This design comes from an exercise in tuning for small area, a short achievable clock period and few clock cycles per item on the open sky130 flow, not from production work.
At most, simulation tests tie the RTL to the original design; equivalence was not proved.
No driver is modelled on the clock port, so clock power and skew are understated where the tree is cut down; a real chip needs a root buffer or a tree.
Power figures rest on the tool's default switching activity, not on a simulated workload.

==> v23 <==
// fc_layer
module fc_layer #(
    parameter IN_SIZE = 75,
    parameter OUT_SIZE = 10,
    parameter DATA_WIDTH = 16
)(
    input  wire clk,
    input  wire reset_n,
    input  wire start_fc,
    input  wire data_valid,
    input  wire signed [DATA_WIDTH-1:0] map_in_serial,
    input  wire signed [DATA_WIDTH-1:0] weight_serial,
    input  wire signed [DATA_WIDTH-1:0] bias_serial,
    output reg finish_fc,
    output reg signed [DATA_WIDTH-1:0] predict_out,
    output reg predict_out_valid
);
    localparam IDLE = 2'd0, LD_X = 2'd1, LD_W = 2'd2, LD_B = 2'd3;
    reg [1:0] phase;
    reg [6:0] cnt_i;      
    reg [3:0] cnt_o;      
    reg ring_en;          
    reg ring_ld;          
    reg en;               
    reg first;            
    reg first_d;          
    reg lastp;            
    reg push;             
    reg bv;               
    reg b9;               
    reg [15:0] d;         
    reg [7:0] neg, one, two;
    always @(posedge clk or negedge reset_n) begin
        if (!reset_n) begin
            phase <= IDLE;
            cnt_i <= 7'd0;
            cnt_o <= 4'd0;
            ring_en <= 1'b0;
            ring_ld <= 1'b0;
            en <= 1'b0;
            first <= 1'b0;
            first_d <= 1'b0;
            lastp <= 1'b0;
            push <= 1'b0;
            bv <= 1'b0;
            b9 <= 1'b0;
            predict_out_valid <= 1'b0;
            finish_fc <= 1'b0;
        end else begin
            ring_en <= data_valid && (phase == LD_X || phase == LD_W);
            ring_ld <= (phase == LD_X);
            en <= data_valid && (phase == LD_W);
            first <= data_valid && (phase == LD_W) && (cnt_i == 7'd0);
            lastp <= data_valid && (phase == LD_W) && (cnt_i == IN_SIZE-1) && (cnt_o != OUT_SIZE-1);
            push <= lastp;
            first_d <= first;
            bv <= data_valid && (phase == LD_B);
            b9 <= (cnt_o == OUT_SIZE-1);
            predict_out_valid <= bv;
            finish_fc <= bv && b9;
            if (start_fc) begin
                phase <= LD_X;
                cnt_i <= 7'd0;
                cnt_o <= 4'd0;
            end else if (data_valid) begin
                case (phase)
                    LD_X: begin
  ...
==> flow/config.mk <==
export PLATFORM = sky130hd
export DESIGN_NAME = fc_layer
export DESIGN_NICKNAME = fc_layer
export VERILOG_FILES = /design/flow/design.v
export SDC_FILE = /design/flow/constraint.sdc
export NUM_CORES = 4
export LEC_CHECK = 0
export CAP_MARGIN = 20
export CORE_MARGIN = 2
export CORE_UTILIZATION = 65
export CTS_CLUSTER_DIAMETER = 100
export CTS_CLUSTER_SIZE = 30
export PLACE_DENSITY = 0.75
export SLEW_MARGIN = 20
export SYNTH_MEMORY_MAX_BITS = 16384
==> flow/constraint.sdc <==
create_clock -name core_clock -period 15.0 [get_ports {clk}]
set_input_delay 3.0000 -clock core_clock [delete_from_list [all_inputs] [get_ports {clk}]]
set_output_delay 3.0000 -clock core_clock [all_outputs]
set_load 0.01 [all_outputs]
standard.sh (not shown) runs the stock make flow with config.mk's settings and CLKGATE_MAP_FILE= SYNTH_SCRIPT=/design/flow/synth_recipe.tcl, a recipe that flattens the netlist after the stock synthesis.
==> flow/flow/run.sh <==
#!/bin/bash
# Standard ORFS layout (the standard.sh: ORFS synthesis and steps).
# Differences:
# - synthesis skips Yosys's early "abc -fast" (SYNTH_ARGS=-noabc), so the
#   full adders written out in the RTL are extracted without inverters
#   between them; registers (names and cells) are the same as the standard
#   synthesis, and ORFS's own ABC mapping still runs;
# - the resizer's repair_timing is asked for a setup margin, so it works on
#   paths well below the 15 ns period; ABC maps for a shorter period;
# - ports get buf_1 buffers (the resizer upsizes them where timing needs it);
# - CTS inserts no dummy loads;
set -euo pipefail
VARS=(SYNTH_ARGS=-noabc SETUP_SLACK_MARGIN=11.05 ABC_CLOCK_PERIOD_IN_PS=3800
  "BUFFER_PORTS_ARGS=-buffer_cell sky130_fd_sc_hd__buf_1"
  "CTS_ARGS=-sink_clustering_enable -repair_clock_nets -sink_clustering_size 30 -sink_clustering_max_diameter 100 -dont_use_dummy_load")
bash standard.sh "${VARS[@]}" cts > standard_flow_cts.log 2>&1
ODB=orfs/results/sky130hd/fc_layer/base/4_cts.odb CLK_PORT=clk \
  openroad -no_init -exit flow/noroot.tcl > noroot.log 2>&1
bash standard.sh "${VARS[@]}" finish > standard_flow_finish.log 2>&1
==> flow/flow/noroot.tcl <==
read_db $::env(ODB)
set block [ord::get_db_block]
set clkport [$block findBTerm $::env(CLK_PORT)]
set clknet [$clkport getNet]
set its [$clknet getITerms]
puts "noroot: clock port net [$clknet getName] has [llength $its] cell pins"
if {[llength $its] != 1} { puts "noroot: unexpected, leaving the tree as it is"; exit 0 }
set rootA [lindex $its 0]
set root [$rootA getInst]
set master [[$root getMaster] getName]
if {![string match "sky130_fd_sc_hd__clkbuf_*" $master]} { puts "noroot: root is $master, leaving"; exit 0 }
set rootX [$root findITerm X]
set net0 [$rootX getNet]
set sinks {}
foreach it [$net0 getITerms] {
  if {[$it getInst] ne $root} { lappend sinks $it }
}
puts "noroot: root [$root getName] ($master) drives [llength $sinks] pins"
if {[llength $sinks] > 4 || [llength [$net0 getBTerms]] > 0} { puts "noroot: too many, leaving"; exit 0 }
foreach it $sinks {
  set m [[[$it getInst] getMaster] getName]
  if {![string match "sky130_fd_sc_hd__clkbuf_*" $m]} { puts "noroot: sink is $m, leaving"; exit 0 }
}
foreach it $sinks {
  $it disconnect
  $it connect $clknet
}
$rootA disconnect
$rootX disconnect
odb::dbInst_destroy $root
odb::dbNet_destroy $net0
puts "noroot: clock port now drives [llength [$clknet getITerms]] pins"
write_db $::env(ODB)
==> inputs of v34, as changes to v23 <==
--- a/flow/design.v
+++ b/flow/design.v
@@ -27,87 +27,99 @@
     reg lastp;            
     reg push;             
     reg bv;               
     reg b9;               
     reg [15:0] d;         
     reg [7:0] neg, one, two;
+    reg v_r;
+    reg [1:0] ph_now;
+    reg [6:0] ci_now;
+    reg [3:0] co_now;
+    wire last_i = (cnt_i == IN_SIZE-1);
+    wire last_o = (cnt_o == OUT_SIZE-1);
+    always @(*) begin
+        ph_now = phase;
+        ci_now = cnt_i;
+        co_now = cnt_o;
+        if (v_r) begin
+            case (phase)
+                LD_X: begin
+                    ci_now = last_i ? 7'd0 : cnt_i + 7'd1;
+                    if (last_i) ph_now = LD_W;
+                end
+                LD_W: begin
+                    ci_now = last_i ? 7'd0 : cnt_i + 7'd1;
+                    if (last_i) begin
+                        co_now = last_o ? 4'd0 : cnt_o + 4'd1;
+                        if (last_o) ph_now = LD_B;
+                    end
+                end
+                LD_B: begin
+                    co_now = last_o ? 4'd0 : cnt_o + 4'd1;
+                    if (last_o) ph_now = IDLE;
+                end
+                default: ;
+            endcase
+        end
+    end
+    wire is_x = (ph_now == LD_X);
+    wire is_w = (ph_now == LD_W);
+    wire is_b = (ph_now == LD_B);
     always @(posedge clk or negedge reset_n) begin
         if (!reset_n) begin
             phase <= IDLE;
             cnt_i <= 7'd0;
             cnt_o <= 4'd0;
+            v_r <= 1'b0;
             ring_en <= 1'b0;
             ring_ld <= 1'b0;
             en <= 1'b0;
             first <= 1'b0;
             first_d <= 1'b0;
             lastp <= 1'b0;
             push <= 1'b0;
             bv <= 1'b0;
             b9 <= 1'b0;
-            predict_out_valid <= 1'b0;
-            finish_fc <= 1'b0;
         end else begin
-            ring_en <= data_valid && (phase == LD_X || phase == LD_W);
-            ring_ld <= (phase == LD_X);
-            en <= data_valid && (phase == LD_W);
-            first <= data_valid && (phase == LD_W) && (cnt_i == 7'd0);
-            lastp <= data_valid && (phase == LD_W) && (cnt_i == IN_SIZE-1) && (cnt_o != OUT_SIZE-1);
+            ring_en <= data_valid && (is_x || is_w);
+            ring_ld <= is_x;
+            en <= data_valid && is_w;
+            first <= data_valid && is_w && (ci_now == 7'd0);
+            lastp <= data_valid && is_w && (ci_now == IN_SIZE-1) && (co_now != OUT_SIZE-1);
             push <= lastp;
             first_d <= first;
-            bv <= data_valid && (phase == LD_B);
-            b9 <= (cnt_o == OUT_SIZE-1);
-            predict_out_valid <= bv;
-            finish_fc <= bv && b9;
+            bv <= data_valid && is_b;
+            b9 <= (co_now == OUT_SIZE-1);
             if (start_fc) begin
                 phase <= LD_X;
                 cnt_i <= 7'd0;
                 cnt_o <= 4'd0;
-            end else if (data_valid) begin
-                case (phase)
-                    LD_X: begin
-                        if (cnt_i == IN_SIZE-1) begin
-                            cnt_i <= 7'd0;
-                            phase <= LD_W;
-                        end else
-                            cnt_i <= cnt_i + 7'd1;
-                    end
-                    LD_W: begin
-                        if (cnt_i == IN_SIZE-1) begin
-                            cnt_i <= 7'd0;
-                            if (cnt_o == OUT_SIZE-1) begin
-                                cnt_o <= 4'd0;
-                                phase <= LD_B;
-                            end else
-                                cnt_o <= cnt_o + 4'd1;
-                        end else
-                            cnt_i <= cnt_i + 7'd1;
-                    end
-                    LD_B: begin
-                        if (cnt_o == OUT_SIZE-1) begin
-                            cnt_o <= 4'd0;
-                            phase <= IDLE;
-                        end else
-                            cnt_o <= cnt_o + 4'd1;
-                    end
-                    default: ;
-                endcase
+                v_r <= 1'b0;
+            end else begin
+                phase <= ph_now;
+                cnt_i <= ci_now;
+                cnt_o <= co_now;
+                v_r <= data_valid && (ph_now != IDLE);
             end
         end
     end
     always @(posedge clk) begin
-        d <= (phase == LD_X) ? map_in_serial : bias_serial;
+        predict_out_valid <= bv;
+        finish_fc <= bv && b9;
+    end
+    always @(posedge clk) begin
+        d <= is_x ? map_in_serial : bias_serial;
     end
-    wire [15:0] wv = (data_valid && phase == LD_W) ? weight_serial : 16'd0;
-    wire [16:0] wx = {wv, 1'b0};
+    wire ld_w = data_valid && is_w;
+    wire [16:0] wx = {weight_serial, 1'b0};
     integer b;
     always @(posedge clk)
         for (b = 0; b < 8; b = b + 1) begin
-            neg[b] <= wx[2*b+2];
-            one[b] <= wx[2*b+1] ^ wx[2*b];
-            two[b] <= (wx[2*b+2] & ~wx[2*b+1] & ~wx[2*b]) | (~wx[2*b+2] & wx[2*b+1] & wx[2*b]);
+            neg[b] <= ld_w & wx[2*b+2];
+            one[b] <= ld_w & (wx[2*b+1] ^ wx[2*b]);
+            two[b] <= ld_w & ((wx[2*b+2] & ~wx[2*b+1] & ~wx[2*b]) | (~wx[2*b+2] & wx[2*b+1] & wx[2*b]));
         end
     reg [16*IN_SIZE-1:0] ring;
     wire [15:0] x = ring[15:0];
     always @(posedge clk)
         if (ring_en)
             ring <= {ring_ld ? d : x, ring[16*IN_SIZE-1:16]};
==> flow/flow/run.sh (replaced) <==
#!/bin/bash
# Standard ORFS layout (the standard.sh: ORFS synthesis and steps).
# Differences:
# - synthesis skips Yosys's early "abc -fast" (SYNTH_ARGS=-noabc), so the
#   full adders written out in the RTL are extracted without inverters
#   between them; registers (names and cells) are the same as the standard
#   synthesis, and ORFS's own ABC mapping still runs;
# - the resizer's repair_timing is asked for a setup margin, so it works on
#   paths well below the 15 ns period; ABC maps for a shorter period;
# - ports get buf_2 buffers (the resizer upsizes them where timing needs it);
# - CTS inserts no dummy loads;
set -euo pipefail
VARS=(SYNTH_ARGS=-noabc SETUP_SLACK_MARGIN=11.2 ABC_CLOCK_PERIOD_IN_PS=3800
  "BUFFER_PORTS_ARGS=-buffer_cell sky130_fd_sc_hd__buf_2"
  "CTS_ARGS=-sink_clustering_enable -repair_clock_nets -sink_clustering_size 30 -sink_clustering_max_diameter 100 -dont_use_dummy_load")
bash standard.sh "${VARS[@]}" cts > standard_flow_cts.log 2>&1
ODB=orfs/results/sky130hd/fc_layer/base/4_cts.odb CLK_PORT=clk \
  openroad -no_init -exit flow/noroot.tcl > noroot.log 2>&1
bash standard.sh "${VARS[@]}" finish > standard_flow_finish.log 2>&1
==> inputs of v20, as changes to v23 <==
--- a/flow/design.v
+++ b/flow/design.v
@@ -27,87 +27,99 @@
     reg lastp;            
     reg push;             
     reg bv;               
     reg b9;               
     reg [15:0] d;         
     reg [7:0] neg, one, two;
+    reg v_r;
+    reg [1:0] ph_now;
+    reg [6:0] ci_now;
+    reg [3:0] co_now;
+    wire last_i = (cnt_i == IN_SIZE-1);
+    wire last_o = (cnt_o == OUT_SIZE-1);
+    always @(*) begin
+        ph_now = phase;
+        ci_now = cnt_i;
+        co_now = cnt_o;
+        if (v_r) begin
+            case (phase)
+                LD_X: begin
+                    ci_now = last_i ? 7'd0 : cnt_i + 7'd1;
+                    if (last_i) ph_now = LD_W;
+                end
+                LD_W: begin
+                    ci_now = last_i ? 7'd0 : cnt_i + 7'd1;
+                    if (last_i) begin
+                        co_now = last_o ? 4'd0 : cnt_o + 4'd1;
+                        if (last_o) ph_now = LD_B;
+                    end
+                end
+                LD_B: begin
+                    co_now = last_o ? 4'd0 : cnt_o + 4'd1;
+                    if (last_o) ph_now = IDLE;
+                end
+                default: ;
+            endcase
+        end
+    end
+    wire is_x = (ph_now == LD_X);
+    wire is_w = (ph_now == LD_W);
+    wire is_b = (ph_now == LD_B);
     always @(posedge clk or negedge reset_n) begin
         if (!reset_n) begin
             phase <= IDLE;
             cnt_i <= 7'd0;
             cnt_o <= 4'd0;
+            v_r <= 1'b0;
             ring_en <= 1'b0;
             ring_ld <= 1'b0;
             en <= 1'b0;
             first <= 1'b0;
             first_d <= 1'b0;
             lastp <= 1'b0;
             push <= 1'b0;
             bv <= 1'b0;
             b9 <= 1'b0;
-            predict_out_valid <= 1'b0;
-            finish_fc <= 1'b0;
         end else begin
-            ring_en <= data_valid && (phase == LD_X || phase == LD_W);
-            ring_ld <= (phase == LD_X);
-            en <= data_valid && (phase == LD_W);
-            first <= data_valid && (phase == LD_W) && (cnt_i == 7'd0);
-            lastp <= data_valid && (phase == LD_W) && (cnt_i == IN_SIZE-1) && (cnt_o != OUT_SIZE-1);
+            ring_en <= data_valid && (is_x || is_w);
+            ring_ld <= is_x;
+            en <= data_valid && is_w;
+            first <= data_valid && is_w && (ci_now == 7'd0);
+            lastp <= data_valid && is_w && (ci_now == IN_SIZE-1) && (co_now != OUT_SIZE-1);
             push <= lastp;
             first_d <= first;
-            bv <= data_valid && (phase == LD_B);
-            b9 <= (cnt_o == OUT_SIZE-1);
-            predict_out_valid <= bv;
-            finish_fc <= bv && b9;
+            bv <= data_valid && is_b;
+            b9 <= (co_now == OUT_SIZE-1);
             if (start_fc) begin
                 phase <= LD_X;
                 cnt_i <= 7'd0;
                 cnt_o <= 4'd0;
-            end else if (data_valid) begin
-                case (phase)
-                    LD_X: begin
-                        if (cnt_i == IN_SIZE-1) begin
-                            cnt_i <= 7'd0;
-                            phase <= LD_W;
-                        end else
-                            cnt_i <= cnt_i + 7'd1;
-                    end
-                    LD_W: begin
-                        if (cnt_i == IN_SIZE-1) begin
-                            cnt_i <= 7'd0;
-                            if (cnt_o == OUT_SIZE-1) begin
-                                cnt_o <= 4'd0;
-                                phase <= LD_B;
-                            end else
-                                cnt_o <= cnt_o + 4'd1;
-                        end else
-                            cnt_i <= cnt_i + 7'd1;
-                    end
-                    LD_B: begin
-                        if (cnt_o == OUT_SIZE-1) begin
-                            cnt_o <= 4'd0;
-                            phase <= IDLE;
-                        end else
-                            cnt_o <= cnt_o + 4'd1;
-                    end
-                    default: ;
-                endcase
+                v_r <= 1'b0;
+            end else begin
+                phase <= ph_now;
+                cnt_i <= ci_now;
+                cnt_o <= co_now;
+                v_r <= data_valid && (ph_now != IDLE);
             end
         end
     end
     always @(posedge clk) begin
-        d <= (phase == LD_X) ? map_in_serial : bias_serial;
+        predict_out_valid <= bv;
+        finish_fc <= bv && b9;
+    end
+    always @(posedge clk) begin
+        d <= is_x ? map_in_serial : bias_serial;
     end
-    wire [15:0] wv = (data_valid && phase == LD_W) ? weight_serial : 16'd0;
-    wire [16:0] wx = {wv, 1'b0};
+    wire ld_w = data_valid && is_w;
+    wire [16:0] wx = {weight_serial, 1'b0};
     integer b;
     always @(posedge clk)
         for (b = 0; b < 8; b = b + 1) begin
-            neg[b] <= wx[2*b+2];
-            one[b] <= wx[2*b+1] ^ wx[2*b];
-            two[b] <= (wx[2*b+2] & ~wx[2*b+1] & ~wx[2*b]) | (~wx[2*b+2] & wx[2*b+1] & wx[2*b]);
+            neg[b] <= ld_w & wx[2*b+2];
+            one[b] <= ld_w & (wx[2*b+1] ^ wx[2*b]);
+            two[b] <= ld_w & ((wx[2*b+2] & ~wx[2*b+1] & ~wx[2*b]) | (~wx[2*b+2] & wx[2*b+1] & wx[2*b]));
         end
     reg [16*IN_SIZE-1:0] ring;
     wire [15:0] x = ring[15:0];
     always @(posedge clk)
         if (ring_en)
             ring <= {ring_ld ? d : x, ring[16*IN_SIZE-1:16]};
--- a/flow/flow/run.sh
+++ b/flow/flow/run.sh
@@ -7,13 +7,13 @@
 #   synthesis, and ORFS's own ABC mapping still runs;
 # - the resizer's repair_timing is asked for a setup margin, so it works on
 #   paths well below the 15 ns period; ABC maps for a shorter period;
 # - ports get buf_1 buffers (the resizer upsizes them where timing needs it);
 # - CTS inserts no dummy loads;
 set -euo pipefail
-VARS=(SYNTH_ARGS=-noabc SETUP_SLACK_MARGIN=11.05 ABC_CLOCK_PERIOD_IN_PS=3800
+VARS=(SYNTH_ARGS=-noabc SETUP_SLACK_MARGIN=11.15 ABC_CLOCK_PERIOD_IN_PS=3800
   "BUFFER_PORTS_ARGS=-buffer_cell sky130_fd_sc_hd__buf_1"
   "CTS_ARGS=-sink_clustering_enable -repair_clock_nets -sink_clustering_size 30 -sink_clustering_max_diameter 100 -dont_use_dummy_load")
 bash standard.sh "${VARS[@]}" cts > standard_flow_cts.log 2>&1
 ODB=orfs/results/sky130hd/fc_layer/base/4_cts.odb CLK_PORT=clk \
   openroad -no_init -exit flow/noroot.tcl > noroot.log 2>&1
 bash standard.sh "${VARS[@]}" finish > standard_flow_finish.log 2>&1
Settings changed: CORE_UTILIZATION 65 to 68.0, PLACE_DENSITY 0.75 to 0.78.
==> comparison table <==
                                                                                     v20                v34             v23
Run status                                                                finished clean     finished clean  finished clean
Number of violations reported at the end of detailed-routing iteration 0            2092               2419            1986
Wire length of the first global-routing pass                                      120 mm             122 mm          119 mm
Nets in the synthesized netlist                                                     2734               2734            2738
Core outline area                                                             0.0761 mm2         0.0802 mm2      0.0793 mm2
Internal Power                                                                 0.00557 W          0.00558 W       0.00549 W
Period utilization                                                                 26.3%              26.3%           26.5%
Post-Route Utilization                                                             72.8%              69.4%           69.7%
Sink Count                                                                          1511               1511            1510
Number of gates resized after CTS                                                     34                 24              29
Weighted congestion at the end of routability-driven global placement              0.874              0.826           0.846
Largest net degree at the start of global routing                                    216                212             200
Part of the total power dissipated in sequential elements                          69.6%              69.4%           72.4%
Cell count after synthesis                                                          2494               2494            2501
Share of final layout cell area taken by clock buffers and inverters               2.53%              2.57%           2.54%
Startpoint of the most critical setup path                                predict_out[7]  predict_out_valid       finish_fc
Final WL                                                                         78.7 mm            80.8 mm         77.5 mm
Number of fill cells                                                                4389               4921            4771
GR met1 Demand/Resource                                                            30.7%              30.0%           29.1%
Count of clock-net buffers in the final layout                                        56                 57              56
Half-perimeter wire length after detailed placement                              44.1 mm            45.9 mm         44.4 mm
Testbench counts of v34, summed over its fixed seeds: cycles 53,568, images 64.
Testbench counts of v20, summed over its fixed seeds: cycles 53,568, images 64.
No functional check of the RTL was part of v23.

-- re-timing with driven ports --
In the flow no input, the clock included, has a driving cell. The finished layouts below were timed again as built, in two steps.
Step 1 (the two cells are an assumption about what drives the block):
set clk [get_ports {clk}]
set_driving_cell -lib_cell sky130_fd_sc_hd__clkbuf_16 $clk
set_driving_cell -lib_cell sky130_fd_sc_hd__buf_2 [delete_from_list [all_inputs] $clk]
Step 2 moves the port delays by t, midway between the first and last clock arrival at a register: inputs arrive t later, outputs are due t later. That takes back most of the time a late clock gives input paths.
Three values: no drivers, after step 1, after step 2; two values: the first two.
run | shift t [ns] | slack for setup (ns) | worst setup path at the end | worst data-port slew with drivers (ns)
v23 | 0.569 | 11.026 / 10.905 / 10.637 | input to register | 0.16
v34 | 0.580 | 11.055 / 10.929 / 10.787 | input to register | 0.07
v20 | 0.567 | 11.058 / 10.931 / 10.796 | input to register | 0.08
After both steps setup and hold are still met in every run listed. For v23, which loses most, drivers alone change the setup slack by -0.121 ns; drivers and shift together by -0.389 ns.
